This design comes from an exercise in tuning for small area and few clock cycles on the open sky130 flow, not from production work. The RTL was checked by simulation tests, not by an equivalence proof against the original design. Power figures rest on the tool's default switching activity, not on a simulated workload.

==> design.v <==
module mux2i_cell(input  logic a0, a1, s,
                  output logic y);
    assign y = ~(s ? a1 : a0);
endmodule
module shifter(input  logic [31:0] a,
               input  logic [4:0]  sh,
               input  logic        left, arith,
               output logic [31:0] y);
    logic [31:0] x [6];
    logic        f;
    assign f = arith & a[31];
    for (genvar i = 0; i < 32; i++) begin : g_rev
        mux2i_cell m (.a0(a[i]), .a1(a[31-i]), .s(left), .y(x[0][i]));
    end
    for (genvar k = 0; k < 5; k++) begin : g_stage
        logic fk;
        assign fk = (k % 2 == 0) ? ~f : f;
        for (genvar i = 0; i < 32; i++) begin : g_bit
            if (i + (1 << k) < 32) begin : g_in
                mux2i_cell m (.a0(x[k][i]), .a1(x[k][i + (1 << k)]), .s(sh[k]), .y(x[k+1][i]));
            end else begin : g_fill
                mux2i_cell m (.a0(x[k][i]), .a1(fk), .s(sh[k]), .y(x[k+1][i]));
            end
        end
    end
    assign y = x[5];
endmodule
module alu(input  logic [31:0] a, b,
           input  logic [2:0]  f3,
           input  logic        sub,      
           input  logic        arith,    
           input  logic        alu_en,   
           input  logic [31:0] ext,      
           output logic [31:0] sum,      
           output logic        eq, lt, ltu,
           output logic [31:0] y);
    logic [31:0] ax, p, g, c, shr, shl;
    logic        cout;
    assign ax = a ^ {32{sub}};
    assign p  = ax ^ b;
    assign g  = ax & b;
    always_comb begin
        logic [31:0] gg, pp;
        gg = g;
        pp = p;
        for (int l = 0; l < 5; l++)
            for (int j = 0; j < 32; j++)
                if (j & (1 << l)) begin
                    gg[j] = gg[j] | (pp[j] & gg[((j >> l) << l) - 1]);
                    pp[j] = pp[j] & pp[((j >> l) << l) - 1];
                end
        c    = {gg[30:0], 1'b0};
        cout = gg[31];
    end
    assign sum = p ^ c;                      
    assign eq  = &p;                         
    assign ltu = cout;                       
    assign lt  = (a[31] ^ b[31]) ? a[31] : ~sum[31];
    shifter shift (.a(a), .sh(b[4:0]), .left(~f3[2]), .arith(arith), .y(shr));
    always_comb
        for (int i = 0; i < 32; i++) shl[i] = shr[31-i];
    logic s_add, s_sll, s_slt, s_sltu, s_xor, s_srl, s_or, s_and;
    assign s_add  = alu_en & (f3 == 3'b000);
    assign s_sll  = alu_en & (f3 == 3'b001);
    assign s_slt  = alu_en & (f3 == 3'b010);
    assign s_sltu = alu_en & (f3 == 3'b011);
    assign s_xor  = alu_en & (f3 == 3'b100);
    assign s_srl  = alu_en & (f3 == 3'b101);
    assign s_or   = alu_en & (f3 == 3'b110);
    assign s_and  = alu_en & (f3 == 3'b111);
    assign y = ({32{s_add}} & (sum ^ {32{sub}})) | ({32{s_sll}} & shl) | ({32{s_srl}} & shr)
             | ({32{s_xor}} & p) | ({32{s_or}} & (p | g)) | ({32{s_and}} & g)
             | {31'd0, (s_slt & lt) | (s_sltu & ltu)} | ext;
endmodule
module add32_bk(input  logic [31:0] a, b,
                output logic [31:0] s);
    logic [31:0] p, g, c;
    assign p = a ^ b;
    assign g = a & b;
    always_comb begin
        logic [31:0] gg, pp;
        gg = g;
        pp = p;
        for (int i = 1; i <= 5; i++)
            for (int j = (1 << i) - 1; j < 32; j += (1 << i)) begin
                gg[j] = gg[j] | (pp[j] & gg[j - (1 << (i - 1))]);
                pp[j] = pp[j] & pp[j - (1 << (i - 1))];
            end
        for (int i = 5; i > 0; i--)
            for (int j = (1 << i) + (1 << (i - 1)) - 1; j < 32; j += (1 << i)) begin
                gg[j] = gg[j] | (pp[j] & gg[j - (1 << (i - 1))]);
                pp[j] = pp[j] & pp[j - (1 << (i - 1))];
            end
        c = {gg[30:0], 1'b0};
    end
    assign s = p ^ c;
endmodule
module aoi222(input  logic a0, b0, a1, b1, a2, b2,
              output logic y);
    assign y = ~((a0 & b0) | (a1 & b1) | (a2 & b2));
endmodule
module rf_read_bit(input  logic [30:0] d,
                   input  logic [30:0] sel,
                   output logic        y);
    logic [10:0] n;
    for (genvar k = 0; k < 10; k++) begin : g_aoi
        aoi222 u (.a0(d[3*k]),   .b0(sel[3*k]),
                  .a1(d[3*k+1]), .b1(sel[3*k+1]),
                  .a2(d[3*k+2]), .b2(sel[3*k+2]), .y(n[k]));
    end
    assign n[10] = ~(d[30] & sel[30]);
    assign y = ~&n;
endmodule
module register_file(input  logic        clk,
                     input  logic        we,
                     input  logic [4:0]  ra1, ra2, wa,
                     input  logic [31:0] wd,
                     output logic [31:0] rd1, rd2);
    logic [31:0] rf [1:31];
    always_ff @(posedge clk)
        if (we && wa != 5'd0) rf[wa] <= wd;
    logic [30:0] sel1, sel2;
    always_comb
        for (int i = 1; i < 32; i++) begin
            sel1[i-1] = (ra1 == 5'(i));
            sel2[i-1] = (ra2 == 5'(i));
        end
    for (genvar b = 0; b < 32; b++) begin : g_bit
        logic [30:0] col;
        for (genvar i = 1; i < 32; i++) begin : g_col
            assign col[i-1] = rf[i][b];
        end
        rf_read_bit p1 (.d(col), .sel(sel1), .y(rd1[b]));
        rf_read_bit p2 (.d(col), .sel(sel2), .y(rd2[b]));
    end
endmodule
module riscv (  input   logic                       clk, reset,
                input   logic [31:0]          mem_i_rd,
                input   logic [31:0]       mem_d_rd,
                output  logic                       mem_d_we,
                output  logic [3:0]      mem_d_wmask,
                output  logic [31:0]       mem_d_a,
                output  logic [31:0]       mem_d_wd,
                output  logic [31:0]     mem_i_ra);
    logic [31:2] pc, pc4;
    assign pc4 = pc + 30'd1;
    logic [31:0] ins;
    assign mem_i_ra = {pc, 2'b00};
    assign ins = mem_i_rd;
    logic [4:0] opc;
    logic [2:0] f3;
    logic is_lui, is_auipc, is_jal, is_jalr, is_br, is_load, is_store, is_opimm, is_op;
    assign opc = ins[6:2];
    assign f3  = ins[14:12];
    assign is_lui   = (opc == 5'b01101);
    assign is_auipc = (opc == 5'b00101);
    assign is_jal   = (opc == 5'b11011);
    assign is_jalr  = (opc == 5'b11001);
    assign is_br    = (opc == 5'b11000);
    assign is_load  = (opc == 5'b00000);
    assign is_store = (opc == 5'b01000);
    assign is_opimm = (opc == 5'b00100);
    assign is_op    = (opc == 5'b01100);
    logic [31:0] imm_i, imm_s, imm_b, imm_u, imm_j;
    assign imm_i = {{20{ins[31]}}, ins[31:20]};
    assign imm_s = {{20{ins[31]}}, ins[31:25], ins[11:7]};
    assign imm_b = {{19{ins[31]}}, ins[31], ins[7], ins[30:25], ins[11:8], 1'b0};
    assign imm_u = {ins[31:12], 12'd0};
    assign imm_j = {{11{ins[31]}}, ins[31], ins[19:12], ins[20], ins[30:21], 1'b0};
    logic        rf_we;
    logic [31:0] rs1v, rs2v, wdata;
    assign rf_we = is_lui | is_auipc | is_jal | is_jalr | is_load | is_opimm | is_op;
    register_file rf (.clk(clk), .we(rf_we),
                      .ra1(ins[19:15]), .ra2(ins[24:20]), .wa(ins[11:7]),
                      .wd(wdata), .rd1(rs1v), .rd2(rs2v));
    logic [31:0] alu_b, sum, alu_y, ld, tgt;
    logic        sub, eq, lt, ltu;
    assign alu_b = (is_op | is_br) ? rs2v : (is_store ? imm_s : imm_i);
    assign sub   = is_br | ((is_op | is_opimm) & (f3[2:1] == 2'b01))
                 | (is_op & ins[30] & (f3 == 3'b000));
    logic [31:0] ext;
    assign ext = ({32{is_load}} & ld) | ({32{is_jal | is_jalr}} & {pc4, 2'b00})
               | ({32{is_lui | is_auipc}} & tgt);
    alu alu (.a(rs1v), .b(alu_b), .f3(f3), .sub(sub),
             .arith(ins[30]), .alu_en(is_op | is_opimm), .ext(ext),
             .sum(sum), .eq(eq), .lt(lt), .ltu(ltu), .y(alu_y));
    logic cond, taken;
    always_comb
        case (f3[2:1])
            2'b00:   cond = eq;
            2'b10:   cond = lt;
            default: cond = ltu;
        endcase
    assign taken = is_jal | is_jalr | (is_br & (cond ^ f3[0]));
    logic [31:0] pc_imm;
    assign pc_imm = is_br ? imm_b : (is_jal ? imm_j : imm_u);
    add32_bk tgt_add (.a(is_lui ? 32'd0 : {pc, 2'b00}), .b(pc_imm), .s(tgt));
    assign mem_d_a  = sum;
    assign mem_d_we = is_store;
    always_comb begin
        case (f3[1:0])
            2'b00:   mem_d_wmask = 4'b0001 << sum[1:0];
            2'b01:   mem_d_wmask = sum[1] ? 4'b1100 : 4'b0011;
            default: mem_d_wmask = 4'b1111;
        endcase
        case (f3[1:0])
            2'b00:   mem_d_wd = {4{rs2v[7:0]}};
            2'b01:   mem_d_wd = {2{rs2v[15:0]}};
            default: mem_d_wd = rs2v;
        endcase
    end
    logic [15:0] rd16;
    logic [7:0]  rd8;
    assign rd16 = sum[1] ? mem_d_rd[31:16] : mem_d_rd[15:0];
    assign rd8  = sum[0] ? rd16[15:8] : rd16[7:0];
    always_comb
        case (f3[1:0])
            2'b00:   ld = {{24{rd8[7] & ~f3[2]}}, rd8};
            2'b01:   ld = {{16{rd16[15] & ~f3[2]}}, rd16};
            default: ld = mem_d_rd;
        endcase
    assign wdata = alu_y;
    always_ff @(posedge clk or posedge reset)
        if (reset)
            pc <= 30'h80;    
        else if (taken)
            pc <= is_jalr ? sum[31:2] : tgt[31:2];
        else
            pc <= pc4;
endmodule
==> flow/run.sh <==
#!/bin/bash
# Layout flow: the standard ORFS flow (standard.sh), with these changes:
# the ports are buffered with buf_2 instead of the slower clkdlybuf4s50_1,
# and clock tree synthesis uses larger sink clusters and adds no dummy loads.
set -euo pipefail
export BUFFER_PORTS_ARGS="-buffer_cell sky130_fd_sc_hd__buf_2"
export CTS_ARGS="-sink_clustering_enable -repair_clock_nets -dont_use_dummy_load -sink_clustering_size 20 -sink_clustering_max_diameter 80"
bash standard.sh finish > make_finish.log 2>&1
==> standard.sh <==
#!/bin/bash
# synth_recipe.tcl (not shown) runs the flow's synth.tcl, then flattens the netlist and writes it again
# the make line also repeats each setting of config.mk as NAME=value (left out here)
make -C /OpenROAD-flow-scripts/flow DESIGN_CONFIG=/design/flow/config.mk WORK_HOME=/design/flow/orfs CLKGATE_MAP_FILE= SYNTH_SCRIPT=/design/flow/synth_recipe.tcl "${@:-finish}"
==> config.mk <==
export PLATFORM = sky130hd
export DESIGN_NAME = riscv
export DESIGN_NICKNAME = riscv
export VERILOG_FILES = /design/flow/design.v
export SDC_FILE = /design/flow/constraint.sdc
export NUM_CORES = 4
export LEC_CHECK = 0
export CAP_MARGIN = 20
export CORE_MARGIN = 2
export CORE_UTILIZATION = 40
export SLEW_MARGIN = 20
export SYNTH_HIERARCHICAL = 1
export SYNTH_MINIMUM_KEEP_SIZE = 0
==> constraint.sdc <==
create_clock -name core_clock -period 10.0 [get_ports {clk}]
set_input_delay 2.0000 -clock core_clock [delete_from_list [all_inputs] [get_ports {clk}]]
set_output_delay 2.0000 -clock core_clock [all_outputs]
set_load 0.01 [all_outputs]
==> results.py, run 1 <==
metrics = {
    "final_layout": {
        "area_delta_synth_final_pct": 13.6,
        "multi_input_area_um2": 19900,
        "drive_gt1_frac": 0.167,
        "fillCellCount": 11200,
        "register_area_um2": 30500,
        "finish.net_count": 4056,
        "fin_util": 0.457,
    },
    "synth": {
        "netlist_top_cells_area": "edfxtp_1 59%, a222oi_1 13%, mux2i_1 5.3%",
        "ys_ff_latch": 1022,
        "synth_top_area_share": 0.589,
        "synthDistinctLibCells": 92,
        "synth_flop_cell": "edfxtp_1",
        "syn_avg_cell_area_um2": 14.4,
        "netlist_area_um2": 50500,
        "yosysWarnings": 12,
        "syn_inst": 3500,
        "yosysSeqAreaShare": 0.604,
        "synth-edff-count": 992,
        "synth_top_area_cell": "edfxtp_1",
        "ys_async_sr_fraction": 0.0294,
    },
    "floorplan": {
        "dieArea_um2": 129000,
        "fp.dieW_um": 359,
        "core_area_um2": 126000,
        "rows": 130,
        "start_util": 0.403,
        "die_h_um": 359,
        "io_pins": 167,
    },
    "detailed_routing": {
        "vias_per_cell": 7.31,
        "firstDrtPassIters": 11,
        "wl_met1_um": 75600,
        "vias": 40400,
        "highest_layer": "met5",
        "met3_length_um": 28200,
        "wire_per_inst_um": 38.8,
        "drc": 0,
        "final_antenna_net_count": 0,
        "wl_um": 215000,
        "wl_met2_um": 95100,
        "drt_first_iter_violations": 9212,
    },
    "timing": {
        "finalCriticalPeriod_ps": 9640,
        "rsz0062_at_grt": "no",
        "slew_headroom": 0.153,
        "report.final.setup_viol": 0,
        "max_freq_mhz": 104,
        "slew_violations": 0,
        "final_hold_viol_count": 0,
        "fin_worst_skew_ps": 125,
        "finalSetupTns_ps": 0,
        "worstMarginPinSlew_ps": 1270,
        "fin_crit_sh": 0.964,
    },
    "grt": {
        "grt_max_degree": 44,
        "grt_pass1_wl_um": 296000,
        "grt_pass1_vias": 38500,
        "overflow": 0,
        "antenna_found_initial": 11,
        "grt_usage": 0.321,
    },
    "clock_network": {
        "post_cts_buffers": 0,
        "clkTransAtPathRegs_ps": 50,
        "htreeDepth": 3,
        "cts_resized": 0,
        "cts_made_buffers": 66,
        "clock_path_buffers": 3,
        "holdBufCountCts": 0,
        "clk_latency_ps": 700,
        "clkSinkCount": 1022,
        "clockRootBuffer": "clkbuf_16",
        "cts_tree": "built",
    },
    "worst_hold_path": {
        "hold_class": "reg2reg",
    },
    "setup_path": {
        "worstSetupPathType": "in2out",
        "critPathRequiredTime_ps": 8000,
        "critPathArrivalTime_ps": 7640,
        "crit_path_start_kind": "input port",
        "crit_path_max_fanout": 26,
        "end_kind": "output pin",
    },
    "placed_design": {
        "place_congestion": 0.972,
        "io_buffers": 162,
        "dp_hpwl_um": 148000,
    },
    "power": {
        "cellLeakagePower_nw": 20.5,
        "power_density_nw_per_um2": 183,
        "p_total_mw": 10.5,
        "irDropWorstVdd_mv": 0.121,
    },
    "outcome": {
        "status": "timing/DRC/antenna clean",
    },
    "flow_run": {
        "maxCapViolCount": 0,
    },
}
## area by class of cell
class / count / area share
clock buffers: 66 / 0.0288
repair buffers: 393 / 0.0485
inverters: 109 / 0.00713
well taps: 1650 / 0.0360
flip-flops and latches: 1022 / 0.532
diodes: 6 / 0.000262
multi-input cells: 2283 / 0.347
## cells by family after synthesis
family	count (synthesis)	share of synthesized area
mux	301	0.0606
compound gates	1052	0.193
fa+ha+maj	116	0.0318
buf+inv	199	0.0166
simple gates	674	0.0679
flops	1022	0.604
xor+xnor	135	0.0253
other cells	1	0.0000742
## cell usage in the layout, fill, tap and decap left out, drive strengths merged, types with 12 or more instances in the layout
cell type,synthesis,routed
edfxtp,992,992
a21o,61,61
mux2i,269,269
a2111o,64,64
and2,37,37
o211ai,27,27
a211oi,35,35
nor3,22,22
o221ai,25,25
inv,106,106
xor2,74,74
a221oi,15,15
fa,21,21
nor2,183,183
xnor2,54,54
nand4,145,145
nand3,31,31
mux2,31,31
o21ai,47,47
a222oi,663,663
nand2,174,174
clkbuf,50,66
nand2b,13,13
dfrtp,29,29
buf,40,393
ha,94,94
and3,12,12
a21oi,54,54
## state kept, by name (all words and copies together) (netlist names)
register,cells
pc,30
rf.rf,992
## Yosys stat by module (local to each module, per instance)
module | flip-flops and latches | cells inside | copies in the design
riscv | 30 | 548 | 1
aoi222 | 0 | 1 | 640
mux2i_cell | 0 | 1 | 192
register_file | 992 | 1130 | 1
rf_read_bit | 0 | 4 | 64
add32_bk | 0 | 149 | 1
alu | 0 | 583 | 1
shifter | 0 | 2 | 1
## cell usage after synthesis, types with 12 or more instances
cell and number:
a21o_1 61, fa_1 21, buf_2 24, xor2_1 74, o221ai_1 24, o21ai_0 34, mux2_2 31, a2111o_1 64
nand3_1 29, clkbuf_1 50, nor2_1 180, nor3_1 19, nand2b_1 13, mux2i_1 269, ha_1 94, dfrtp_1 29
a221oi_1 14, o211ai_1 26, and2_1 36, and3_1 12, a211oi_1 32, inv_1 106, nand4_1 143, a21oi_1 50
a222oi_1 663, xnor2_1 54, edfxtp_1 992, nand2_1 174
## per-layer routing
| layer | global-route usage | up-vias |
|---|---|---|
| met5 | 0 | - |
| li1 | - | 16300 |
| met4 | 0.205 | 4 |
| met1 | 0.401 | 20400 |
| met3 | 0.0865 | 495 |
| met2 | 0.492 | 3191 |
## worst paths after layout
| path | from | to | slack, ps | depth (start not counted) |
|---|---|---|---|---|
| setup / recovery | mem_i_rd[22] | mem_d_a[31] | 360 | 18 |
| min in group asynchronous | reset | pc[10] | 1480 | 3 |
| max in group asynchronous | reset | pc[9] | 8130 | 3 |
| hold reg to reg | pc[31] | pc[31] | 660 | 2 |
| setup reg to reg | rf.rf[28][27] | pc[5] | 3670 | 18 |
| hold / removal | pc[31] | pc[31] | 660 | 2 |
## metrics by stage
stage	cells	hold WS [ps]	setup WS (ps)	area, um^2
finish	5529	662	358	57400
CTS	5523	669	520	57400
global placement	5457	640	584	55700
floorplan	3504	604	487	50600
global route	5523	712	273	57400
detailed placement	5457	655	527	55700
## power breakdown
| part | leakage, nW | internal, mW | switching (mW) | total [mW] |
|---|---|---|---|---|
| logic | 10.2 | 0.970 | 1.94 | 2.91 |
| registers | 9.51 | 4.90 | 0.140 | 5.04 |
| clock network | 0.813 | 1.17 | 1.39 | 2.56 |
| total | 20.5 | 7.04 | 3.47 | 10.5 |
## worst max-delay path, stage by stage
cell	delay [ps]
buf_2	220
buf_4	230
nand3b_1	520
nor2_4	940
a222oi_1	260
nand4_1	290
a2111o_1	520
a21o_1	220
inv_1	50
ha_1	490
nand2_1	100
o21ai_1	350
a21o_1	200
o21ai_2	170
a211oi_4	450
xnor2_1	240
inv_1	160
buf_2	170
Testbench counts, summed over its fixed seeds: cycles 20,768.
==> inputs of run 2 (changes only) <==
--- a/design.v
+++ b/design.v
@@ -34,28 +34,29 @@
            output logic [31:0] sum,      
            output logic        eq, lt, ltu,
            output logic [31:0] y);
-    logic [31:0] ax, p, g, c, shr, shl;
+    logic [31:0] bx, p, g, c, shr, shl;
     logic        cout;
-    assign ax = a ^ {32{sub}};
-    assign p  = ax ^ b;
-    assign g  = ax & b;
+    assign bx = b ^ {32{sub}};
+    assign p  = a ^ bx;
+    assign g  = a & bx;
     always_comb begin
         logic [31:0] gg, pp;
         gg = g;
         pp = p;
+        gg[0] = g[0] | (p[0] & sub);
         for (int l = 0; l < 5; l++)
             for (int j = 0; j < 32; j++)
                 if (j & (1 << l)) begin
                     gg[j] = gg[j] | (pp[j] & gg[((j >> l) << l) - 1]);
                     pp[j] = pp[j] & pp[((j >> l) << l) - 1];
                 end
-        c    = {gg[30:0], 1'b0};
+        c    = {gg[30:0], sub};
         cout = gg[31];
     end
-    assign sum = p ^ c;                      
+    assign sum = p ^ c;
     assign eq  = &p;                         
-    assign ltu = cout;                       
-    assign lt  = (a[31] ^ b[31]) ? a[31] : ~sum[31];
+    assign ltu = ~cout;                      
+    assign lt  = (a[31] ^ b[31]) ? a[31] : sum[31];
     shifter shift (.a(a), .sh(b[4:0]), .left(~f3[2]), .arith(arith), .y(shr));
     always_comb
         for (int i = 0; i < 32; i++) shl[i] = shr[31-i];
@@ -68,7 +69,7 @@
     assign s_srl  = alu_en & (f3 == 3'b101);
     assign s_or   = alu_en & (f3 == 3'b110);
     assign s_and  = alu_en & (f3 == 3'b111);
-    assign y = ({32{s_add}} & (sum ^ {32{sub}})) | ({32{s_sll}} & shl) | ({32{s_srl}} & shr)
+    assign y = ({32{s_add}} & sum) | ({32{s_sll}} & shl) | ({32{s_srl}} & shr)
              | ({32{s_xor}} & p) | ({32{s_or}} & (p | g)) | ({32{s_and}} & g)
              | {31'd0, (s_slt & lt) | (s_sltu & ltu)} | ext;
 endmodule
==> flow/run.sh (replaced) <==
#!/bin/bash
# Layout flow: the standard ORFS flow (standard.sh), with these changes:
# the ports are buffered with buf_2 instead of the slower clkdlybuf4s50_1,
# and clock tree synthesis uses clkbuf_8 sink buffers with small sink clusters
# and adds no dummy loads.
set -euo pipefail
export BUFFER_PORTS_ARGS="-buffer_cell sky130_fd_sc_hd__buf_2"
export CTS_ARGS="-sink_clustering_enable -repair_clock_nets -dont_use_dummy_load -buf_list sky130_fd_sc_hd__clkbuf_8 -sink_clustering_size 15 -sink_clustering_max_diameter 60"
bash standard.sh finish > make_finish.log 2>&1
==> results.py, run 2 <==
metrics = {
    "timing": {
        "fin_crit_sh": 0.969,
        "report.final.setup_viol": 0,
        "worstMarginPinSlew_ps": 1200,
        "max_freq_mhz": 103,
        "rsz0062_at_grt": "no",
        "fin_worst_skew_ps": 207,
        "finalSetupTns_ps": 0,
        "slew_violations": 0,
        "slew_headroom": 0.199,
        "final_hold_viol_count": 0,
        "finalCriticalPeriod_ps": 9690,
    },
    "setup_path": {
        "startpoint": "mem_i_rd[23]",
        "r2r-start": "rf.rf[10][0]",
        "cp_slowest_stage_delay_ps": 1000,
        "cp_cell_sequence": "buf_2, nand3b_1, nor2_4, a222oi_1, nand4_1, a2111o_1, nand2_1, nand2_1, xor2_1, inv_1, ha_1, nand2_1, o21ai_0, o21ai_2, a21o_1, a22oi_1, buf_4, xnor2_1, inv_1, buf_2",
        "critPathSlowestCell": "nor2_4",
        "reg2reg_slack_ps": 3580,
        "crit_path_start_kind": "input port",
        "end_kind": "output pin",
        "r2r-end": "rf.rf[24][19]",
        "cpMostUsedCell": "nand2_1",
        "critPathArrivalTime_ps": 7690,
        "crit_path_max_fanout": 32,
        "critPathBufInv": 5,
        "critPathRequiredTime_ps": 8000,
        "critPathTopFamily": "simple AND/OR/NAND/NOR gates",
        "worstSetupPathType": "in2out",
        "ff2ff_path_depth": 19,
    },
    "detailed_routing": {
        "wl_um": 208000,
        "final_antenna_net_count": 0,
        "drt_first_iter_violations": 9365,
        "vias_per_cell": 7.26,
        "drc": 0,
        "firstDrtPassIters": 13,
        "wire_per_inst_um": 37.8,
        "vias": 40000,
    },
    "synth": {
        "netlist_top_cells_area": "edfxtp_1 59%, a222oi_1 13%, mux2i_1 5.3%",
        "syn_inst": 3484,
        "synth_top_area_cell": "edfxtp_1",
        "synth-edff-count": 992,
        "yosysSeqAreaShare": 0.609,
        "synth_most_common_cell": "edfxtp_1",
        "synth_flop_cell": "edfxtp_1",
        "synth_top_area_share": 0.594,
        "yosysWarnings": 12,
        "ys_async_sr_fraction": 0.0294,
        "synthDistinctLibCells": 92,
        "ys_top_cells_by_count": "992 x edfxtp_1, 645 x a222oi_1, 267 x mux2i_1, 174 x nand2_1, 157 x nor2_1",
        "netlist_area_um2": 50200,
        "ys_ff_latch": 1022,
        "syn_avg_cell_area_um2": 14.4,
    },
    "placed_design": {
        "place_congestion": 0.987,
        "io_buffers": 162,
        "dpl_cell_area_um2": 55200,
        "dp_hpwl_um": 142000,
    },
    "grt": {
        "grt_pass1_wl_um": 286000,
        "grt_max_degree": 43,
        "gr-usage-met2": 0.473,
        "grt_use_met3": 0.0753,
        "met1_usage": 0.419,
        "grt_usage": 0.315,
        "grt.busiest_layer": "met2",
        "grt_pass1_vias": 37200,
        "overflow": 0,
        "antenna_found_initial": 8,
    },
    "clock_network": {
        "post_cts_buffers": 0,
        "clockRootBuffer": "clkbuf_8",
        "cts_tree": "built",
        "htreeDepth": 3,
        "clock_path_buffers": 3,
        "holdBufCountCts": 0,
        "clkTransAtPathRegs_ps": 60,
        "cts_resized": 0,
        "clkSinkCount": 1022,
        "clk_latency_ps": 870,
        "cts_made_buffers": 92,
    },
    "power": {
        "p_int_mw": 6.64,
        "cellLeakagePower_nw": 20.1,
        "power_frac_clock": 0.217,
        "irDropWorstVdd_mv": 0.116,
        "power_density_nw_per_um2": 176,
        "p_switching_mw": 3.34,
        "seqPwrFrac": 0.504,
        "p_sw_frac": 0.334,
        "pwr-share-comb": 0.279,
    },
    "outcome": {
        "status": "timing/DRC/antenna clean",
    },
    "worst_hold_path": {
        "min_to": "pc[2]",
        "min_path_cells": 1,
        "hold_class": "reg2reg",
        "hold_start": "pc[2]",
    },
    "floorplan": {
        "dieArea_um2": 128000,
        "start_util": 0.404,
        "io_pins": 167,
        "core_area_um2": 124000,
        "fp.dieW_um": 358,
        "die_h_um": 358,
        "rows": 129,
    },
    "final_layout": {
        "final_cell_mix": "992 x edfxtp_1, 645 x a222oi_1, 267 x mux2i_1",
        "finish.net_count": 4058,
        "fillCellCount": 11100,
        "largest_reg_flops": 992,
        "fin_area_um2": 56600,
        "largest_registers": "rf.rf (992), pc (30)",
        "regMostFlops": "rf.rf",
        "area_delta_synth_final_pct": 12.9,
        "mostFrequentLayoutCell": "edfxtp_1",
        "drive_gt1_frac": 0.168,
    },
    "flow_run": {
        "maxCapViolCount": 0,
    },
}
-- run 2: cell types whose count changed after synthesis, moves of 11 or more --
| cell | delta |
|---|---|
| xnor2_1 | -22 |
| mux2_2 | -12 |
| a222oi_1 | -18 |
| inv_1 | +12 |
| a211oi_1 | -22 |
| a22oi_1 | +29 |
| nor2_1 | -23 |
| a221oi_1 | +11 |
| o21ai_0 | +22 |
-- run 2: modules after synthesis, one instance, submodules excluded --
module	copies in the design	flops+latches
add32_bk	1	0
alu	1	0
aoi222	640	0
mux2i_cell	192	0
register_file	1	992
rf_read_bit	64	0
riscv	1	30
shifter	1	0
-- run 2: per-stage QoR --
stage	setup WS (ps)	std cells	power [mW]	utilization	hold WS (ps)
finish	305	5514	9.98	0.456	694
global route	249	5514	10.3	0.456	723
CTS	454	5508	9.91	0.455	700
detailed placement	466	5416	7.81	0.445	683
global placement	524	5413	7.78	0.445	663
floorplan	280	3488	6.61	-	580
-- run 2: worst max-delay path by stage --
stage          cells after the start  slack [ps]          end
3_3_place_gp                      20         520  mem_d_a[31]
5_1_grt                           20         250  mem_d_a[31]
6_report                          20         310  mem_d_a[31]
4_1_cts                           17         450  mem_d_a[31]
2_1_floorplan                     16         280  mem_d_a[15]
3_5_place_dp                      20         470  mem_d_a[31]
-- run 2: cell families after synthesis --
logic type / synth area share
other: 0.0000747
AND/OR/NAND/NOR: 0.0675
flip-flops: 0.609
XOR/XNOR: 0.0182
adder cells (fa/ha/maj): 0.0318
AO/OA/AOI/OAI: 0.198
buffers and inverters: 0.0174
multiplexers: 0.0587
-- run 2: layout make-up --
type,instances,area (um^2),share of cell area
Clock buffer,92,1270,0.0224
Antenna cell,2,5.00,0.0000884
Sequential cell,1022,30500,0.539
Timing Repair Buffer,383,2770,0.0488
Multi-Input combinational cell,2260,19600,0.345
Tap cell,1637,2050,0.0362
Inverter,118,443,0.00782
-- run 2: power by group through the flow --
| stage | clock [mW] | combinational (mW) | sequential, mW |
|---|---|---|---|
| after floorplan | 0 | 1.51 | 5.11 |
| after global placement | 0 | 2.66 | 5.12 |
| after detailed placement | 0 | 2.69 | 5.12 |
| after CTS | 2.18 | 2.70 | 5.03 |
| after global routing | 2.33 | 2.93 | 5.04 |
| final | 2.16 | 2.79 | 5.03 |
-- run 2: layer usage --
| layer | wire (um) | share of wire |
|---|---|---|
| met4 | 13900 | 0.067 |
| met2 | 90200 | 0.43 |
| met5 | 80 | 0.00038 |
| met1 | 77400 | 0.37 |
| met3 | 26600 | 0.13 |
Testbench counts of run 2, summed over its fixed seeds: cycles 20,768.
==> inputs of run 3 (changes only) <==
--- a/design.v
+++ b/design.v
@@ -30,7 +30,8 @@
            input  logic        sub,      
            input  logic        arith,    
            input  logic        alu_en,   
-           input  logic [31:0] ext,      
+           input  logic [31:0] ld, link, tgt, imm_u,
+           input  logic        s_ld, s_link, s_tgt, s_lui,
            output logic [31:0] sum,      
            output logic        eq, lt, ltu,
            output logic [31:0] y);
@@ -69,9 +70,24 @@
     assign s_srl  = alu_en & (f3 == 3'b101);
     assign s_or   = alu_en & (f3 == 3'b110);
     assign s_and  = alu_en & (f3 == 3'b111);
-    assign y = ({32{s_add}} & sum) | ({32{s_sll}} & shl) | ({32{s_srl}} & shr)
-             | ({32{s_xor}} & p) | ({32{s_or}} & (p | g)) | ({32{s_and}} & g)
-             | {31'd0, (s_slt & lt) | (s_sltu & ltu)} | ext;
+    logic s_p, s_g, lt_bit;
+    logic [31:0] n0, n1, n2;
+    assign s_p = s_xor | s_or;
+    assign s_g = s_or | s_and;
+    assign lt_bit = (s_slt & lt) | (s_sltu & ltu);
+    for (genvar i = 0; i < 32; i++) begin : g_y
+        aoi222 u0 (.a0(sum[i]), .b0(s_add), .a1(shl[i]), .b1(s_sll), .a2(shr[i]), .b2(s_srl), .y(n0[i]));
+        aoi222 u1 (.a0(p[i]), .b0(s_p), .a1(g[i]), .b1(s_g), .a2(ld[i]), .b2(s_ld), .y(n1[i]));
+        if (i == 0) begin : g_lt
+            aoi221 u2 (.a0(link[i]), .b0(s_link), .a1(tgt[i]), .b1(s_tgt), .c(lt_bit), .y(n2[i]));
+        end else if (i < 12) begin : g_lo
+            aoi22 u2 (.a0(link[i]), .b0(s_link), .a1(tgt[i]), .b1(s_tgt), .y(n2[i]));
+        end else begin : g_hi
+            aoi222 u2 (.a0(link[i]), .b0(s_link), .a1(tgt[i]), .b1(s_tgt), .a2(imm_u[i]), .b2(s_lui),
+                       .y(n2[i]));
+        end
+    end
+    assign y = ~(n0 & n1 & n2);
 endmodule
 module add32_bk(input  logic [31:0] a, b,
                 output logic [31:0] s);
@@ -99,6 +115,14 @@
 module aoi222(input  logic a0, b0, a1, b1, a2, b2,
               output logic y);
     assign y = ~((a0 & b0) | (a1 & b1) | (a2 & b2));
+endmodule
+module aoi22(input  logic a0, b0, a1, b1,
+             output logic y);
+    assign y = ~((a0 & b0) | (a1 & b1));
+endmodule
+module aoi221(input  logic a0, b0, a1, b1, c,
+              output logic y);
+    assign y = ~((a0 & b0) | (a1 & b1) | c);
 endmodule
 module rf_read_bit(input  logic [30:0] d,
                    input  logic [30:0] sel,
@@ -179,11 +203,11 @@
     assign alu_b = (is_op | is_br) ? rs2v : (is_store ? imm_s : imm_i);
     assign sub   = is_br | ((is_op | is_opimm) & (f3[2:1] == 2'b01))
                  | (is_op & ins[30] & (f3 == 3'b000));
-    logic [31:0] ext;
-    assign ext = ({32{is_load}} & ld) | ({32{is_jal | is_jalr}} & {pc4, 2'b00})
-               | ({32{is_lui | is_auipc}} & tgt);
     alu alu (.a(rs1v), .b(alu_b), .f3(f3), .sub(sub),
-             .arith(ins[30]), .alu_en(is_op | is_opimm), .ext(ext),
+             .arith(ins[30]), .alu_en(is_op | is_opimm),
+             .ld(ld), .link({pc4, 2'b00}), .tgt(tgt),
+             .imm_u(imm_u), .s_lui(is_lui),
+             .s_ld(is_load), .s_link(is_jal | is_jalr), .s_tgt(is_auipc),
              .sum(sum), .eq(eq), .lt(lt), .ltu(ltu), .y(alu_y));
     logic cond, taken;
     always_comb
@@ -195,7 +219,7 @@
     assign taken = is_jal | is_jalr | (is_br & (cond ^ f3[0]));
     logic [31:0] pc_imm;
     assign pc_imm = is_br ? imm_b : (is_jal ? imm_j : imm_u);
-    add32_bk tgt_add (.a(is_lui ? 32'd0 : {pc, 2'b00}), .b(pc_imm), .s(tgt));
+    add32_bk tgt_add (.a({pc, 2'b00}), .b(pc_imm), .s(tgt));
     assign mem_d_a  = sum;
     assign mem_d_we = is_store;
     always_comb begin
@@ -221,11 +245,19 @@
             default: ld = mem_d_rd;
         endcase
     assign wdata = alu_y;
+    logic [31:2] npc_n, npc;
+    logic        s_jr, s_tg, s_nx;
+    assign s_jr = taken & is_jalr;
+    assign s_tg = taken & ~is_jalr;
+    assign s_nx = ~taken;
+    for (genvar i = 2; i < 32; i++) begin : g_npc
+        aoi222 u (.a0(sum[i]), .b0(s_jr), .a1(tgt[i]), .b1(s_tg), .a2(pc4[i]), .b2(s_nx),
+                  .y(npc_n[i]));
+    end
+    assign npc = ~npc_n;
     always_ff @(posedge clk or posedge reset)
         if (reset)
             pc <= 30'h80;    
-        else if (taken)
-            pc <= is_jalr ? sum[31:2] : tgt[31:2];
         else
-            pc <= pc4;
-endmodule
+            pc <= npc;
+endmodule
==> results.py, run 3 <==
metrics = {
    "outcome": {
        "status": "timing/DRC/antenna clean",
    },
    "floorplan": {
        "start_util": 0.403,
        "dieArea_um2": 124000,
        "core_area_um2": 120000,
        "rows": 127,
        "die_h_um": 352,
        "io_pins": 167,
        "fp.dieW_um": 352,
    },
    "setup_path": {
        "critPathSlowestCell": "a222oi_1",
        "critPathRequiredTime_ps": 8000,
        "end_kind": "output pin",
        "crit_path_max_fanout": 22,
        "critPathArrivalTime_ps": 7740,
        "worstSetupPathType": "in2out",
        "crit_path_start_kind": "input port",
        "r2r-start": "rf.rf[25][5]",
        "startpoint": "mem_i_rd[23]",
        "cp_slowest_stage_delay_ps": 630,
        "cp_cell_sequence": "buf_2, nand3b_1, nor2_4, buf_4, a222oi_1, nand4_1, a2111o_1, mux2_4, xor2_1, ha_1, nand4_1, nor2_1, o21ai_0, a21oi_1, nor3_1, o21bai_1, a21oi_1, xnor2_1, buf_2",
    },
    "grt": {
        "grt_pass1_wl_um": 275000,
        "grt_usage": 0.314,
        "overflow": 0,
        "antenna_found_initial": 6,
        "grt_pass1_vias": 36400,
        "grt_max_degree": 68,
    },
    "timing": {
        "final_hold_viol_count": 0,
        "report.final.setup_viol": 0,
        "max_freq_mhz": 103,
        "slew_violations": 0,
        "finalSetupTns_ps": 0,
        "slew_headroom": 0.234,
        "worstMarginPinSlew_ps": 1150,
        "fin_crit_sh": 0.974,
        "finalCriticalPeriod_ps": 9740,
        "rsz0062_at_grt": "no",
        "fin_worst_skew_ps": 111,
    },
    "final_layout": {
        "fin_area_um2": 54700,
        "fin_util": 0.456,
        "final_cell_mix": "992 x edfxtp_1, 754 x a222oi_1, 215 x mux2i_1",
        "finish.net_count": 3738,
        "area_delta_synth_final_pct": 13.1,
        "largest_registers": "rf.rf (992), pc (30)",
        "regMostFlops": "rf.rf",
        "largest_reg_flops": 992,
        "drive_gt1_frac": 0.184,
        "mostFrequentLayoutCell": "edfxtp_1",
    },
    "power": {
        "p_total_mw": 9.54,
        "power_density_nw_per_um2": 174,
        "irDropWorstVdd_mv": 0.129,
        "cellLeakagePower_nw": 19.4,
    },
    "placed_design": {
        "place_congestion": 0.952,
        "dp_hpwl_um": 136000,
        "io_buffers": 162,
        "dpl_cell_area_um2": 53500,
    },
    "clock_network": {
        "post_cts_buffers": 0,
        "clk_latency_ps": 800,
        "clock_path_buffers": 3,
        "cts_resized": 0,
        "cts_tree": "built",
        "holdBufCountCts": 0,
        "clkSinkCount": 1022,
        "clkTransAtPathRegs_ps": 60,
        "htreeDepth": 3,
        "cts_made_buffers": 90,
        "clockRootBuffer": "clkbuf_8",
    },
    "detailed_routing": {
        "vias": 38500,
        "wl_um": 201000,
        "drc": 0,
        "wire_per_inst_um": 38.6,
        "final_antenna_net_count": 0,
        "drt_first_iter_violations": 9944,
        "firstDrtPassIters": 12,
        "vias_per_cell": 7.40,
    },
    "synth": {
        "syn_inst": 3148,
        "synth_top_area_share": 0.616,
        "ys_async_sr_fraction": 0.0294,
        "synthDistinctLibCells": 91,
        "synth_most_common_cell": "edfxtp_1",
        "ys_ff_latch": 1022,
        "yosysWarnings": 12,
        "netlist_top_cells_area": "edfxtp_1 62%, a222oi_1 16%, mux2i_1 4.4%",
        "netlist_area_um2": 48400,
        "synth_top_area_cell": "edfxtp_1",
        "synth-edff-count": 992,
        "yosysSeqAreaShare": 0.631,
        "ys_top_cells_by_count": "992 x edfxtp_1, 754 x a222oi_1, 215 x mux2i_1, 152 x nand4_1, 144 x nand2_1",
        "synth_flop_cell": "edfxtp_1",
        "syn_avg_cell_area_um2": 15.4,
    },
    "worst_hold_path": {
        "hold_start": "pc[31]",
        "hold_class": "reg2reg",
    },
    "flow_run": {
        "maxCapViolCount": 0,
    },
}
[run 3: cell count changes in the layout (fill, tap and decap cells not counted), sizes merged, moves of 30 or more]
| cell | delta |
|---|---|
| inv | -32 |
| a222oi | +109 |
| ha | -32 |
| nor2 | -30 |
| and2 | -34 |
| o21ai | -33 |
| mux2i | -52 |
[run 3: final timing paths]
check,slack [ps],cells past startpoint,end
max,260,19,mem_d_a[23]
min,750,3,pc[31]
max reg2reg,3480,21,pc[19]
min reg2reg,750,3,pc[31]
max in group asynchronous,8270,3,pc[22]
min in group asynchronous,1370,3,pc[21]
[run 3: kinds of logic after synthesis]
kind of cell | Yosys count | synth area share
compound gates | 1021 | 0.205
xor+xnor | 102 | 0.0185
fa+ha+maj | 84 | 0.0250
buf+inv | 127 | 0.0115
flops | 1022 | 0.631
mux | 237 | 0.0501
other cells | 1 | 0.0000775
simple gates | 554 | 0.0590
[run 3: modules after synthesis (local to each module, per instance)]
module / flops+latches / times used
aoi222: 0 / 754
riscv: 30 / 1
add32_bk: 0 / 1
aoi22: 0 / 11
rf_read_bit: 0 / 64
alu: 0 / 1
aoi221: 0 / 1
register_file: 992 / 1
shifter: 0 / 1
mux2i_cell: 0 / 192
[run 3: layout make-up]
| class | count | area [um^2] |
|---|---|---|
| fill | 10700 | 65200 |
| sequential | 1022 | 30500 |
| multi-input combinational | 2005 | 18000 |
| timing repair buffer | 382 | 2570 |
| tap | 1612 | 2020 |
| clock buffer | 90 | 1240 |
| inverter | 88 | 333 |
| antenna | 8 | 20.0 |
[run 3: power breakdown]
part / switching [mW] / internal [mW]
clock: 1.34 / 0.799
combinational: 1.61 / 0.796
sequential: 0.142 / 4.85
total: 3.10 / 6.44
[run 3: critical path: cells and delay by family]
kind | cells | cell delay (ps)
compound gates | 6 | 1970
buf+inv | 3 | 840
simple gates | 6 | 1570
mux | 1 | 290
fa+ha+maj | 1 | 420
xor+xnor | 2 | 620
[run 3: per-layer routing]
metal	GRT usage	vias up	routed length, um
met2	0.469	3097	87100
met1	0.417	19500	73700
met3	0.0707	465	26300
li1	-	15500	-
met4	0.191	2	13800
met5	0	-	9
[run 3: per-stage QoR]
step	setup WS, ps	hold slack (ps)	std cells
3_5_place_dp	610	737	5109
2_1_floorplan	1130	722	3154
6_report	258	751	5207
3_3_place_gp	641	728	5107
5_1_grt	219	812	5202
4_1_cts	600	752	5199
Testbench counts of run 3, summed over its fixed seeds: cycles 20,768.
==> inputs of run 4 (changes only) <==
--- a/design.v
+++ b/design.v
@@ -238,12 +238,14 @@
     logic [7:0]  rd8;
     assign rd16 = sum[1] ? mem_d_rd[31:16] : mem_d_rd[15:0];
     assign rd8  = sum[0] ? rd16[15:8] : rd16[7:0];
-    always_comb
-        case (f3[1:0])
-            2'b00:   ld = {{24{rd8[7] & ~f3[2]}}, rd8};
-            2'b01:   ld = {{16{rd16[15] & ~f3[2]}}, rd16};
-            default: ld = mem_d_rd;
-        endcase
+    logic ld_b, ld_w, sx8, sx16;
+    assign ld_b = (f3[1:0] == 2'b00);
+    assign ld_w = f3[1];
+    assign sx8  = rd8[7] & ~f3[2];
+    assign sx16 = rd16[15] & ~f3[2];
+    assign ld[7:0]   = ld_b ? rd8 : rd16[7:0];
+    assign ld[15:8]  = ld_b ? {8{sx8}} : rd16[15:8];
+    assign ld[31:16] = ld_w ? mem_d_rd[31:16] : {16{ld_b ? sx8 : sx16}};
     assign wdata = alu_y;
     logic [31:2] npc_n, npc;
     logic        s_jr, s_tg, s_nx;
==> results.py, run 4 <==
metrics = {
    "placed_design": {
        "dp_hpwl_um": 137000,
        "dp_cells": 5096,
        "dpl_cell_area_um2": 53300,
        "place_congestion": 1.00,
        "io_buffers": 162,
    },
    "detailed_routing": {
        "drc": 0,
        "vias": 38300,
        "drt_first_iter_violations": 9660,
        "vias_per_cell": 7.39,
        "wire_per_inst_um": 38.9,
        "final_antenna_net_count": 0,
        "firstDrtPassIters": 14,
        "wl_um": 202000,
    },
    "grt": {
        "grt_max_degree": 40,
        "overflow": 0,
        "grt_pass1_wl_um": 276000,
        "antenna_found_initial": 11,
        "grt_pass1_vias": 36200,
        "grt_usage": 0.317,
    },
    "timing": {
        "rsz0062_at_grt": "no",
        "finalSetupTns_ps": 0,
        "slew_headroom": 0.371,
        "report.final.setup_viol": 0,
        "slew_violations": 0,
        "worstMarginPinSlew_ps": 941,
        "max_freq_mhz": 105,
        "fin_crit_sh": 0.954,
        "final_hold_viol_count": 0,
        "finalCriticalPeriod_ps": 9540,
        "fin_worst_skew_ps": 131,
    },
    "clock_network": {
        "clkTransAtPathRegs_ps": 50,
        "clock_path_buffers": 3,
        "cts_made_buffers": 89,
        "htreeDepth": 3,
        "cts_resized": 0,
        "holdBufCountCts": 0,
        "clkSinkCount": 1022,
        "clockRootBuffer": "clkbuf_8",
        "clk_latency_ps": 830,
        "post_cts_buffers": 0,
        "cts_tree": "built",
    },
    "final_layout": {
        "largest_registers": "rf.rf (992), pc (30)",
        "fin_area_um2": 54500,
        "drive_gt1_frac": 0.188,
        "area_delta_synth_final_pct": 13.0,
        "mostFrequentLayoutCell": "edfxtp_1",
        "finish.net_count": 3724,
        "largest_reg_flops": 992,
        "regMostFlops": "rf.rf",
        "stdcell_count": 5190,
        "final_cell_mix": "992 x edfxtp_1, 754 x a222oi_1, 216 x buf_4",
    },
    "setup_path": {
        "critPathTopFamily": "compound AO/OA/AOI/OAI gates",
        "crit_path_start_kind": "input port",
        "reg2reg_slack_ps": 3810,
        "cp_slowest_stage_delay_ps": 580,
        "ff2ff_path_depth": 23,
        "cp_cell_sequence": "buf_2, or3b_2, nor2_4, buf_4, a222oi_1, nand4_1, a2111o_1, mux2_2, xor2_1, ha_1, nand4_1, a21oi_2, o21ai_0, nand2_1, inv_1, fa_1, xnor2_1, buf_2",
        "critPathRequiredTime_ps": 8000,
        "critPathBufInv": 4,
        "end_kind": "output pin",
        "critPathArrivalTime_ps": 7540,
        "crit_path_end": "mem_d_a[17]",
        "r2r-start": "rf.rf[16][1]",
        "worstSetupPathType": "in2out",
        "path_depth": 18,
        "startpoint": "mem_i_rd[23]",
        "r2r-end": "pc[3]",
        "critPathSlowestCell": "a2111o_1",
        "crit_path_max_fanout": 18,
    },
    "power": {
        "pwr-share-comb": 0.254,
        "power_density_nw_per_um2": 175,
        "seqPwrFrac": 0.521,
        "p_sw_frac": 0.326,
        "p_int_mw": 6.44,
        "p_switching_mw": 3.11,
        "power_frac_clock": 0.225,
        "irDropWorstVdd_mv": 0.113,
        "cellLeakagePower_nw": 19.2,
        "p_total_mw": 9.56,
    },
    "floorplan": {
        "die_h_um": 351,
        "dieArea_um2": 123000,
        "rows": 127,
        "core_area_um2": 120000,
        "start_util": 0.403,
        "io_pins": 167,
        "fp.dieW_um": 351,
    },
    "synth": {
        "syn_inst": 3139,
        "synthXorXnorAreaFrac": 0.0185,
        "netlist_area_um2": 48300,
        "synth_top_area_share": 0.617,
        "synthDistinctLibCells": 87,
        "synth-edff-count": 992,
        "yosys.area_share.simple": 0.0596,
        "yosysSeqAreaShare": 0.633,
        "yosysWarnings": 12,
        "ys_async_sr_fraction": 0.0294,
        "synth-compound-area-share": 0.201,
        "syn_avg_cell_area_um2": 15.4,
        "synth_flop_cell": "edfxtp_1",
        "synth_most_common_cell": "edfxtp_1",
        "netlist_top_cells_area": "edfxtp_1 62%, a222oi_1 16%, mux2i_1 4.4%",
        "synth_top_family_by_area": "compound AO/OA/AOI/OAI gates",
        "synthAdderAreaFrac": 0.0250,
        "ys_ff_latch": 1022,
        "synth_top_area_cell": "edfxtp_1",
        "synth.area.mux_share": 0.0522,
        "ys_top_cells_by_count": "992 x edfxtp_1, 754 x a222oi_1, 210 x mux2i_1, 151 x nand2_1, 141 x nand4_1",
    },
    "worst_hold_path": {
        "hold_class": "reg2reg",
    },
    "outcome": {
        "status": "timing/DRC/antenna clean",
    },
    "flow_run": {
        "maxCapViolCount": 0,
    },
}
## run 4: metal layers
metal  vias to the layer above  share of wire  track usage
met5                         -       0.000069            0
met4                         2          0.074        0.198
met3                       508           0.13       0.0690
met2                      3134           0.43        0.475
met1                     19300           0.36        0.420
li1                      15400              -            -
## run 4: worst min-delay path by stage
stage,depth (start not counted),startpoint,to,slack [ps]
after detailed placement,3,pc[31],pc[31],740
after floorplan,3,pc[31],pc[31],720
after global placement,3,pc[31],pc[31],740
after CTS,3,pc[31],pc[31],760
after global routing,3,pc[31],pc[31],790
final,3,pc[31],pc[31],770
## run 4: cells by family after synthesis
kind of cell | count (synthesis)
XOR/XNOR | 101
multiplexers | 240
adder cells (fa/ha/maj) | 84
buffers and inverters | 125
flip-flops | 1022
other | 1
AO/OA/AOI/OAI | 1005
AND/OR/NAND/NOR | 561
## run 4: per-stage QoR
| stage | utilization | hold WS [ps] | setup slack, ps |
|---|---|---|---|
| 4_1_cts | 0.455 | 755 | 563 |
| 3_3_place_gp | 0.445 | 736 | 654 |
| 6_report | 0.455 | 767 | 464 |
| 5_1_grt | 0.455 | 793 | 376 |
| 2_1_floorplan | - | 723 | 246 |
| 3_5_place_dp | 0.445 | 741 | 600 |
## run 4: Yosys stat by module, one instance, submodules excluded, a selection
module | flip-flops and latches | cells
add32_bk | 0 | 149
alu | 0 | 252
register_file | 992 | 1130
rf_read_bit | 0 | 4
riscv | 30 | 392
shifter | 0 | 2
## run 4: power groups by stage
| stage | clock (mW) | combinational, mW | sequential (mW) |
|---|---|---|---|
| after floorplan | 0 | 1.27 | 5.07 |
| after global placement | 0 | 2.33 | 5.07 |
| after detailed placement | 0 | 2.34 | 5.08 |
| after CTS | 2.17 | 2.35 | 4.98 |
| after global routing | 2.31 | 2.54 | 5.00 |
| final | 2.15 | 2.42 | 4.98 |
## run 4: worst reg2reg max path: cells and delay by family (launching register included)
kind                     cells  cell delay (ps)
AO/OA/AOI/OAI                8             2000
XOR/XNOR                     3              650
adder cells (fa/ha/maj)      2              780
buffers and inverters        3              370
flip-flops                   1              410
multiplexers                 1              130
AND/OR/NAND/NOR              6             1640
## run 4: final cells by class
type,instances,area (um^2)
tap,1612,2020
antenna,5,12.5
timing repair buffer,380,2470
fill,10800,65300
clock buffer,89,1220
inverter,84,315
sequential,1022,30500
multi-input combinational,1998,18000
Testbench counts of run 4, summed over its fixed seeds: cycles 20,768.
==> inputs of run 5 (changes only) <==
--- a/design.v
+++ b/design.v
@@ -89,6 +89,24 @@
     end
     assign y = ~(n0 & n1 & n2);
 endmodule
+module ha_cell(input  logic a, b,
+               output logic s, co);
+    assign s  = a ^ b;
+    assign co = a & b;
+endmodule
+module inc30(input  logic [29:0] a,
+             output logic [29:0] y);
+    logic [29:0] c;
+    assign y[0] = ~a[0];
+    assign c[1] = a[0];
+    for (genvar i = 1; i < 30; i++) begin : g_ha
+        if (i < 29) begin : g_mid
+            ha_cell u (.a(a[i]), .b(c[i]), .s(y[i]), .co(c[i+1]));
+        end else begin : g_top
+            assign y[i] = a[i] ^ c[i];
+        end
+    end
+endmodule
 module add32_bk(input  logic [31:0] a, b,
                 output logic [31:0] s);
     logic [31:0] p, g, c;
@@ -168,7 +186,7 @@
                 output  logic [31:0]       mem_d_wd,
                 output  logic [31:0]     mem_i_ra);
     logic [31:2] pc, pc4;
-    assign pc4 = pc + 30'd1;
+    inc30 pc_inc (.a(pc), .y(pc4));
     logic [31:0] ins;
     assign mem_i_ra = {pc, 2'b00};
     assign ins = mem_i_rd;
==> results.py, run 5 <==
metrics = {
    "synth": {
        "synthAdderAreaFrac": 0.0321,
        "synth_most_common_cell": "edfxtp_1",
        "yosysSeqAreaShare": 0.634,
        "synth-edff-count": 992,
        "synth_top_area_share": 0.619,
        "syn_avg_cell_area_um2": 15.5,
        "synth_top_area_cell": "edfxtp_1",
        "synth.area.mux_share": 0.0522,
        "yosys.area_share.simple": 0.0545,
        "ys_async_sr_fraction": 0.0294,
        "ys_top_cells_by_count": "992 x edfxtp_1, 754 x a222oi_1, 214 x mux2i_1, 136 x nand4_1, 125 x nand2_1",
        "syn_inst": 3107,
        "yosysWarnings": 12,
        "synth_top_family_by_area": "compound AO/OA/AOI/OAI gates",
        "synth_flop_cell": "edfxtp_1",
        "synth-compound-area-share": 0.202,
        "netlist_top_cells_area": "edfxtp_1 62%, a222oi_1 16%, mux2i_1 4.4%",
        "synthDistinctLibCells": 79,
        "netlist_area_um2": 48200,
        "ys_ff_latch": 1022,
        "synthXorXnorAreaFrac": 0.0143,
    },
    "final_layout": {
        "area_delta_synth_final_pct": 13.7,
        "fin_area_um2": 54700,
        "final_cell_mix": "992 x edfxtp_1, 754 x a222oi_1, 238 x buf_4",
        "drive_gt1_frac": 0.189,
        "mostFrequentLayoutCell": "edfxtp_1",
        "largest_reg_flops": 992,
        "largest_registers": "rf.rf (992), pc (30)",
        "finish.net_count": 3746,
        "regMostFlops": "rf.rf",
    },
    "clock_network": {
        "cts_resized": 0,
        "clockRootBuffer": "clkbuf_8",
        "cts_tree": "built",
        "clkTransAtPathRegs_ps": 70,
        "clk_latency_ps": 820,
        "post_cts_buffers": 0,
        "clkSinkCount": 1022,
        "clock_path_buffers": 3,
        "cts_made_buffers": 90,
        "htreeDepth": 3,
        "holdBufCountCts": 0,
    },
    "timing": {
        "max_freq_mhz": 102,
        "worstMarginPinSlew_ps": 1120,
        "slew_violations": 0,
        "report.final.setup_viol": 0,
        "rsz0062_at_grt": "no",
        "finalCriticalPeriod_ps": 9840,
        "fin_crit_sh": 0.984,
        "fin_worst_skew_ps": 132,
        "slew_headroom": 0.252,
        "final_hold_viol_count": 0,
        "finalSetupTns_ps": 0,
    },
    "detailed_routing": {
        "highest_layer": "met5",
        "met3_length_um": 28300,
        "wl_met2_um": 86100,
        "drc": 0,
        "drt_first_iter_violations": 9506,
        "vias": 38200,
        "vias_per_cell": 7.36,
        "wl_um": 198000,
        "wire_per_inst_um": 38.2,
        "wl_met1_um": 71400,
        "final_antenna_net_count": 0,
        "firstDrtPassIters": 15,
    },
    "worst_hold_path": {
        "hold_class": "reg2reg",
    },
    "grt": {
        "antenna_found_initial": 10,
        "grt_pass1_wl_um": 271000,
        "grt_usage": 0.310,
        "grt_max_degree": 56,
        "overflow": 0,
        "grt_pass1_vias": 35900,
    },
    "floorplan": {
        "start_util": 0.402,
        "dieArea_um2": 123000,
        "io_pins": 167,
        "core_area_um2": 120000,
        "rows": 127,
        "fp.dieW_um": 351,
        "die_h_um": 351,
    },
    "setup_path": {
        "crit_path_start_kind": "input port",
        "crit_path_max_fanout": 18,
        "end_kind": "output pin",
        "worstSetupPathType": "in2out",
        "critPathArrivalTime_ps": 7840,
        "critPathRequiredTime_ps": 8000,
    },
    "placed_design": {
        "place_congestion": 0.975,
        "io_buffers": 162,
        "dpl_cell_area_um2": 53500,
        "dp_hpwl_um": 134000,
    },
    "flow_run": {
        "maxCapViolCount": 0,
    },
    "power": {
        "p_total_mw": 9.42,
        "cellLeakagePower_nw": 19.5,
        "irDropWorstVdd_mv": 0.116,
        "power_density_nw_per_um2": 172,
    },
    "outcome": {
        "status": "timing/DRC/antenna clean",
    },
}
[run 5: logic make-up (layout without fill, tap and decap cells)]
family                     Yosys count  count (layout)
muxes                              238             238
buffers and inverters              126             581
xor gates and xnor gates            78              78
DFF                               1022            1022
adders and majority gates          111             111
and+or+nand+nor                    506             506
other                                1              16
AOI/OAI and AO/OA                 1025            1025
[run 5: worst max-delay path: stages]
cell      delay, ps
buf_2           220
buf_4           250
or3b_2          600
nor2_4          680
a222oi_1        260
nand4_1         330
a2111o_1        290
nand2_1         130
o21ai_4         130
xor2_1          240
inv_1            90
fa_1            450
nand3b_1        200
a21oi_1         340
nor2_1          120
inv_1           150
a211o_1         240
inv_1            80
fa_1            390
xnor2_1         380
buf_2           220
[run 5: layout make-up]
class | instances | area [um^2]
fillers | 10600 | 64900
flip-flops and latches | 1022 | 30500
multi-input cells | 1965 | 17900
repair buffers | 407 | 2740
well taps | 1612 | 2020
clock buffers | 90 | 1240
inverters | 84 | 315
diodes | 9 | 22.5
[run 5: path summary, 6_finish.rpt]
kind                              startpoint            end  slack (ps)  depth (start not counted)
worst max register to register         pc[2]  rf.rf[26][31]        2650                         32
worst max-delay path            mem_i_rd[23]    mem_d_a[17]         160                         21
worst min-delay path                  pc[29]         pc[29]         720                          3
min in group asynchronous              reset         pc[27]        1350                          3
worst min register to register        pc[29]         pc[29]         720                          3
max in group asynchronous              reset          pc[9]        8260                          3
[run 5: layer usage]
metal  track usage  up-vias
met5             0        -
met4         0.170        6
met3        0.0906      424
met2         0.465     3121
met1         0.405    19300
li1              -    15400
[run 5: stage by stage]
step	worst slack, ps	cells	hold slack, ps	util
3_5_place_dp	410	5090	693	0.447
6_report	158	5189	725	0.457
3_3_place_gp	418	5090	692	0.447
5_1_grt	127	5183	750	0.457
2_1_floorplan	143	3113	687	-
4_1_cts	401	5180	712	0.457
[run 5: Yosys stat by module, one instance, submodules excluded, a selection]
| module | cell area [um^2] | times used |
|---|---|---|
| ha_cell | 12.5 | 28 |
| aoi22 | 12.5 | 11 |
| shifter | 10.0 | 1 |
| inc30 | 12.5 | 1 |
| aoi221 | 15.0 | 1 |
| mux2i_cell | 10.0 | 192 |
| alu | 1880 | 1 |
| register_file | 30400 | 1 |
| add32_bk | 1370 | 1 |
| aoi222 | 10.0 | 754 |
| riscv | 2720 | 1 |
[run 5: where the power goes]
group / internal (mW) / leakage [nW] / switching, mW
combinational: 0.776 / 9.27 / 1.58
clock: 0.800 / 0.647 / 1.33
sequential: 4.85 / 9.54 / 0.0868
Testbench counts of run 5, summed over its fixed seeds: cycles 20,768.
==> inputs of run 6 (changes only) <==
--- a/config.mk
+++ b/config.mk
@@ -8,6 +8,7 @@
 export CAP_MARGIN = 20
 export CORE_MARGIN = 2
 export CORE_UTILIZATION = 40
+export PLACE_DENSITY = 0.7
 export SLEW_MARGIN = 20
 export SYNTH_HIERARCHICAL = 1
 export SYNTH_MINIMUM_KEEP_SIZE = 0
==> results.py, run 6 <==
metrics = {
    "grt": {
        "grt_pass1_vias": 36000,
        "overflow": 0,
        "grt_usage": 0.302,
        "grt_pass1_wl_um": 266000,
        "grt_max_degree": 57,
        "antenna_found_initial": 12,
    },
    "timing": {
        "max_freq_mhz": 103,
        "fin_worst_skew_ps": 130,
        "whs_ps": 714,
        "fin_crit_sh": 0.971,
        "rsz0062_at_grt": "no",
        "finalSetupTns_ps": 0,
        "report.final.setup_viol": 0,
        "final_hold_viol_count": 0,
        "worstMarginPinSlew_ps": 1220,
        "slew_headroom": 0.184,
        "finalCriticalPeriod_ps": 9710,
        "slew_violations": 0,
    },
    "synth": {
        "synth-edff-count": 992,
        "synth_top_area_cell": "edfxtp_1",
        "ys_top_cells_by_count": "992 x edfxtp_1, 754 x a222oi_1, 214 x mux2i_1, 136 x nand4_1, 125 x nand2_1",
        "syn_avg_cell_area_um2": 15.5,
        "netlist_top_cells_area": "edfxtp_1 62%, a222oi_1 16%, mux2i_1 4.4%",
        "ys_async_sr_fraction": 0.0294,
        "netlist_area_um2": 48200,
        "syn_inst": 3107,
        "yosysWarnings": 12,
        "synth_most_common_cell": "edfxtp_1",
        "synth_flop_cell": "edfxtp_1",
        "yosysSeqAreaShare": 0.634,
        "synthDistinctLibCells": 79,
        "synth_top_area_share": 0.619,
        "ys_ff_latch": 1022,
    },
    "final_layout": {
        "finish.net_count": 3735,
        "largest_reg_flops": 992,
        "fillCellCount": 10600,
        "largest_registers": "rf.rf (992), pc (30)",
        "final_cell_mix": "992 x edfxtp_1, 754 x a222oi_1, 232 x buf_4",
        "fin_util": 0.456,
        "drive_gt1_frac": 0.186,
        "area_delta_synth_final_pct": 13.2,
        "fin_area_um2": 54500,
        "mostFrequentLayoutCell": "edfxtp_1",
        "regMostFlops": "rf.rf",
        "stdcell_count": 5173,
    },
    "floorplan": {
        "core_area_um2": 120000,
        "start_util": 0.402,
        "dieArea_um2": 123000,
        "fp.dieW_um": 351,
        "rows": 127,
        "die_h_um": 351,
        "io_pins": 167,
    },
    "setup_path": {
        "crit_path_start_kind": "input port",
        "end_kind": "output pin",
        "critPathRequiredTime_ps": 8000,
        "crit_path_max_fanout": 25,
        "worstSetupPathType": "in2out",
        "critPathArrivalTime_ps": 7710,
    },
    "detailed_routing": {
        "firstDrtPassIters": 17,
        "wl_um": 194000,
        "vias": 38500,
        "final_antenna_net_count": 0,
        "drt_first_iter_violations": 10400,
        "drc": 0,
        "wire_per_inst_um": 37.5,
        "vias_per_cell": 7.45,
    },
    "worst_hold_path": {
        "hold_class": "reg2reg",
    },
    "clock_network": {
        "clockRootBuffer": "clkbuf_8",
        "cts_made_buffers": 86,
        "clk_latency_ps": 810,
        "clock_path_buffers": 3,
        "cts_tree": "built",
        "holdBufCountCts": 0,
        "clkSinkCount": 1022,
        "htreeDepth": 3,
        "cts_resized": 0,
        "post_cts_buffers": 0,
        "clkTransAtPathRegs_ps": 70,
    },
    "power": {
        "power_density_nw_per_um2": 173,
        "cellLeakagePower_nw": 19.4,
        "irDropWorstVdd_mv": 0.105,
    },
    "flow_run": {
        "maxCapViolCount": 0,
    },
    "outcome": {
        "status": "timing/DRC/antenna clean",
    },
    "placed_design": {
        "dpl_cell_area_um2": 53300,
        "dp_cells": 5082,
        "io_buffers": 162,
        "dp_hpwl_um": 129000,
        "place_congestion": 0.975,
    },
}
[run 6: cell counts after synthesis]
Identical to the previous run, type by type.
[run 6: per-stage QoR]
stage | power, mW | setup WS, ps
3_3_place_gp | 7.29 | 658
2_1_floorplan | 6.28 | 143
5_1_grt | 9.65 | 180
3_5_place_dp | 7.31 | 623
6_report | 9.41 | 292
4_1_cts | 9.31 | 602
[run 6: layer usage]
layer / up-vias / global-route usage / part of all wire
met5: - / 0 / 0.00062
met4: 18 / 0.173 / 0.069
met3: 541 / 0.101 / 0.16
met2: 3580 / 0.446 / 0.43
met1: 19000 / 0.388 / 0.34
li1: 15300 / - / -
[run 6: layout make-up]
type / instances / area, um^2 / share of cell area
repair buffers: 400 / 2670 / 0.0490
inverters: 84 / 315 / 0.00578
multi-input cells: 1965 / 17800 / 0.326
flip-flops and latches: 1022 / 30500 / 0.560
clock buffers: 86 / 1180 / 0.0217
well taps: 1612 / 2020 / 0.0370
diodes: 4 / 10.0 / 0.000184
[run 6: worst max-delay path, stage by stage]
cell	delay, ps
buf_2	350
nand3_1	510
nor2_4	940
a222oi_1	190
nand4_1	350
a2111o_1	290
nand2_1	130
o21ai_4	130
xor2_1	220
inv_1	90
fa_1	460
nand3b_1	200
a21oi_1	200
nor2_1	90
inv_1	110
a211o_1	260
inv_1	90
fa_1	380
xnor2_1	440
buf_2	230
[run 6: final timing paths]
kind,from,endpoint,slack [ps],cells after the start
worst max-delay path,mem_i_rd[22],mem_d_a[17],290,20
worst min-delay path,pc[27],pc[27],710,3
worst max register to register,pc[2],rf.rf[21][30],2640,31
worst min register to register,pc[27],pc[27],710,3
max in group asynchronous,reset,pc[11],8270,3
min in group asynchronous,reset,pc[27],1360,3
[run 6: power breakdown]
part	internal [mW]	switching [mW]	total, mW
clock	0.765	1.32	2.09
combinational	0.788	1.59	2.38
sequential	4.85	0.0873	4.94
[run 6: kinds of logic (layout without fill, tap and decap cells)]
group                    after synthesis  count (layout)  synth area share
multiplexers                         238             238            0.0522
XOR/XNOR                              78              78            0.0143
buffers and inverters                126             570            0.0106
AO/OA/AOI/OAI                       1025            1025             0.202
flip-flops                          1022            1022             0.634
adder cells (fa/ha/maj)              111             111            0.0321
other                                  1              11         0.0000779
AND/OR/NAND/NOR                      506             506            0.0545
[run 6: per-module statistics from Yosys, one instance, submodules excluded, a selection]
module / area [um^2] / times used
add32_bk: 1370 / 1
aoi22: 12.5 / 11
aoi222: 10.0 / 754
ha_cell: 12.5 / 28
inc30: 12.5 / 1
mux2i_cell: 10.0 / 192
register_file: 30400 / 1
rf_read_bit: 27.5 / 64
riscv: 2720 / 1
shifter: 10.0 / 1

## afterwards: timing with drivers on the ports
The results above use ideal ports. As a check the final layouts listed here were re-extracted and re-timed, cells and wires unchanged. Step 1 sets driving cells, clkbuf_16 on the clock port and buf_2 on the other inputs (assumed; they add their load-dependent delay and slew). Step 2 moves the port delays by t, midway between the first and last clock arrival at a register: inputs arrive t later, outputs are due t later. That takes back most of the time a late clock gives input paths. Slacks: no drivers / after step 1 / after step 2; pairs: no drivers / after step 1.
| run | shift t [ns] | setup slack, ns | clock arrival spread, ns |
|---|---|---|---|
| run 1 | 0.715 | 0.358 / 0.331 / 0.331 | 0.126 / 0.125 |
| run 2 | 0.832 | 0.305 / 0.273 / 0.273 | 0.207 / 0.207 |
| run 3 | 0.814 | 0.258 / 0.233 / 0.233 | 0.112 / 0.111 |
| run 4 | 0.833 | 0.464 / 0.435 / 0.435 | 0.132 / 0.131 |
| run 5 | 0.828 | 0.158 / 0.135 / 0.135 | 0.132 / 0.132 |
| run 6 | 0.810 | 0.292 / 0.261 / 0.261 | 0.130 / 0.130 |
After both steps every run listed still meets setup and hold. The setup slack of run 2, which loses most, moves by -0.032 ns with the drivers and by -0.032 ns with both steps.
